Background: an optimization exercise with open tools, aiming at small area and a short achievable clock period. Do not read the settings as production practice. Function was checked by simulation only, so behaviour that the tests miss may differ from the original. Power is estimated from default activity; no workload was simulated.

## processor
module processor(clk, clear_n, load, dload, laddr, insload,
                 pc, rf_we, rf_waddr, rf_wdata, dm_we, dm_addr, dm_wdata);
Size: ~57000 µm² of cells after synthesis.
Settings: LEC_CHECK=0, CAP_MARGIN=10, CORE_MARGIN=2, CORE_UTILIZATION=60, CTS_BUF_LIST=sky130_fd_sc_hd__clkbuf_8, PLACE_DENSITY=0.7, SLEW_MARGIN=10, SYNTH_HIERARCHICAL=1, SYNTH_MINIMUM_KEEP_SIZE=0; clock period 16.0 ns.
standard.sh (not shown) runs the stock make flow with config.mk's settings and CLKGATE_MAP_FILE= SYNTH_SCRIPT=/design/flow/synth_recipe.tcl, a recipe that flattens the netlist after the stock synthesis.
==> flow/flow/run.sh <==
#!/bin/bash
# The standard layout (standard.sh: unchanged synthesis and steps) with
# these changes to how the layout is made; the clock period and SDC are unchanged:
#  - repair_timing aims for more setup slack than the design's 0.5 ns, so the
#    design is sized for a shorter achieved period;
#  - the reset input is placed next to the two outputs it gates;
#  - ports are buffered with buf_2 (the default pick can be a delay cell);
#  - CTS inserts no dummy loads and clusters up to 15 flip-flops per leaf buffer.
set -euo pipefail
here=$(pwd)
export SETUP_SLACK_MARGIN=9.3
export IO_CONSTRAINTS=$here/flow/io.tcl
export BUFFER_PORTS_ARGS="-buffer_cell sky130_fd_sc_hd__buf_2"
export CTS_ARGS="-sink_clustering_enable -repair_clock_nets -dont_use_dummy_load -buf_list sky130_fd_sc_hd__clkbuf_8 -sink_clustering_size 15 -sink_clustering_max_diameter 50"
bash standard.sh > standard_make.log 2>&1
==> flow/flow/io.tcl <==
# keep the reset input next to the two write-enable outputs it gates
set_io_pin_constraint -group -order -pin_names {rf_we clear_n dm_we}
The starting point went through all stages and came out clean.
==> next run, changes <==
CAP_MARGIN = 20   (was 10)
CORE_UTILIZATION = 70   (was 60)
PLACE_DENSITY = 0.8   (was 0.7)
SLEW_MARGIN = 20   (was 10)
Outcome: Combinational power barely changes. Synthesized area stays the same. Wire length drops by 2.0%. Sequential cell count is unchanged.

---

processor again, from the RTL that the note above started with.
==> flow/config.mk <==
export PLATFORM = sky130hd
export DESIGN_NAME = processor
export DESIGN_NICKNAME = processor
export VERILOG_FILES = /design/flow/design.v
export SDC_FILE = /design/flow/constraint.sdc
export NUM_CORES = 4
export LEC_CHECK = 0
export CAP_MARGIN = 10
export CORE_MARGIN = 2
export CORE_UTILIZATION = 60
export CTS_BUF_LIST = sky130_fd_sc_hd__clkbuf_8
export PLACE_DENSITY = 0.7
export SLEW_MARGIN = 10
export SYNTH_HIERARCHICAL = 1
export SYNTH_MINIMUM_KEEP_SIZE = 0
==> flow/constraint.sdc <==
create_clock -name core_clock -period 16.0 [get_ports {clk}]
set_input_delay 3.2000 -clock core_clock [delete_from_list [all_inputs] [get_ports {clk}]]
set_output_delay 3.2000 -clock core_clock [all_outputs]
set_load 0.01 [all_outputs]
==> flow/flow/run.sh <==
#!/bin/bash
# The standard layout (standard.sh: unchanged synthesis and steps) with
# these changes to how the layout is made; the clock period and SDC are unchanged:
#  - repair_timing aims for more setup slack than the design's 0.5 ns, so the
#    design is sized for a shorter achieved period;
#  - the reset input is placed next to the two outputs it gates;
#  - ports are buffered with buf_2 (the default pick can be a delay cell);
#  - CTS inserts no dummy loads and clusters up to 15 flip-flops per leaf buffer.
set -euo pipefail
here=$(pwd)
export SETUP_SLACK_MARGIN=9.1
export IO_CONSTRAINTS=$here/flow/io.tcl
export BUFFER_PORTS_ARGS="-buffer_cell sky130_fd_sc_hd__buf_2"
export CTS_ARGS="-sink_clustering_enable -repair_clock_nets -dont_use_dummy_load -buf_list sky130_fd_sc_hd__clkbuf_8 -sink_clustering_size 15 -sink_clustering_max_diameter 50"
bash standard.sh > standard_make.log 2>&1
Scripts as last shown in full above: flow/flow/io.tcl
Change:
--- a/flow/flow/run.sh
+++ b/flow/flow/run.sh
@@ -11 +11 @@
-export SETUP_SLACK_MARGIN=9.1
+export SETUP_SLACK_MARGIN=9.5
The changed run finished clean. Core utilization came out higher by 0.73 points. Power came out higher by about 2.5%. Cell count came out higher by 0.32%. Worst setup slack is worse by 0.041 ns. Final area came out higher by about 1.1%. Area after synthesis is unchanged. Via count came out higher by 1.1%.
Change:
--- a/flow/flow/run.sh
+++ b/flow/flow/run.sh
@@ -11 +11 @@
-export SETUP_SLACK_MARGIN=9.5
+export SETUP_SLACK_MARGIN=9.3
CAP_MARGIN = 20   (was 10)
SLEW_MARGIN = 20   (was 10)
=> Combinational power is about the same. Cell area came out lower by 0.53%. Power came out lower by 1.2%. Clock skew came out higher by 0.0037 ns. Worst hold slack is worse by 0.0030 ns.

afterwards: timing with drivers on the ports:
In the flow no input, the clock included, has a driving cell. The finished layouts below were timed again as built, in two steps.
Step 1 (the two cells are an assumption about what drives the block):
set clk [get_ports {clk}]
set_driving_cell -lib_cell sky130_fd_sc_hd__clkbuf_16 $clk
set_driving_cell -lib_cell sky130_fd_sc_hd__buf_2 [delete_from_list [all_inputs] $clk]
Step 2 adds t to the input delays and takes it off the output delays; t is the mean of the earliest and latest rising clock arrival at the registers after step 1. Input paths then give back, and output paths get back, about the clock's delay inside the block.
Three values: ideal ports, drivers, drivers and shift; two values: the first two.
run | t (ns) | setup slack, ns | hold slack, ns
the first run of note 1 | 0.842 | 9.123 / 9.053 / 9.035 | 0.417 / 0.417 / 0.417
the second run of note 1 | 0.798 | 9.066 / 8.995 / 9.187 | 0.436 / 0.436 / 0.436
the first run of note 2 | 0.841 | 9.092 / 9.024 / 9.010 | 0.416 / 0.416 / 0.416
the second run of note 2 | 0.868 | 9.051 / 8.983 / 9.040 | 0.414 / 0.414 / 0.414
the third run of note 2 | 0.848 | 9.085 / 9.015 / 9.038 | 0.411 / 0.411 / 0.411
After both steps setup and hold are still met in every run listed. For the first run of note 1, which loses most, drivers alone change the setup slack by -0.070 ns; drivers and shift together by -0.088 ns.
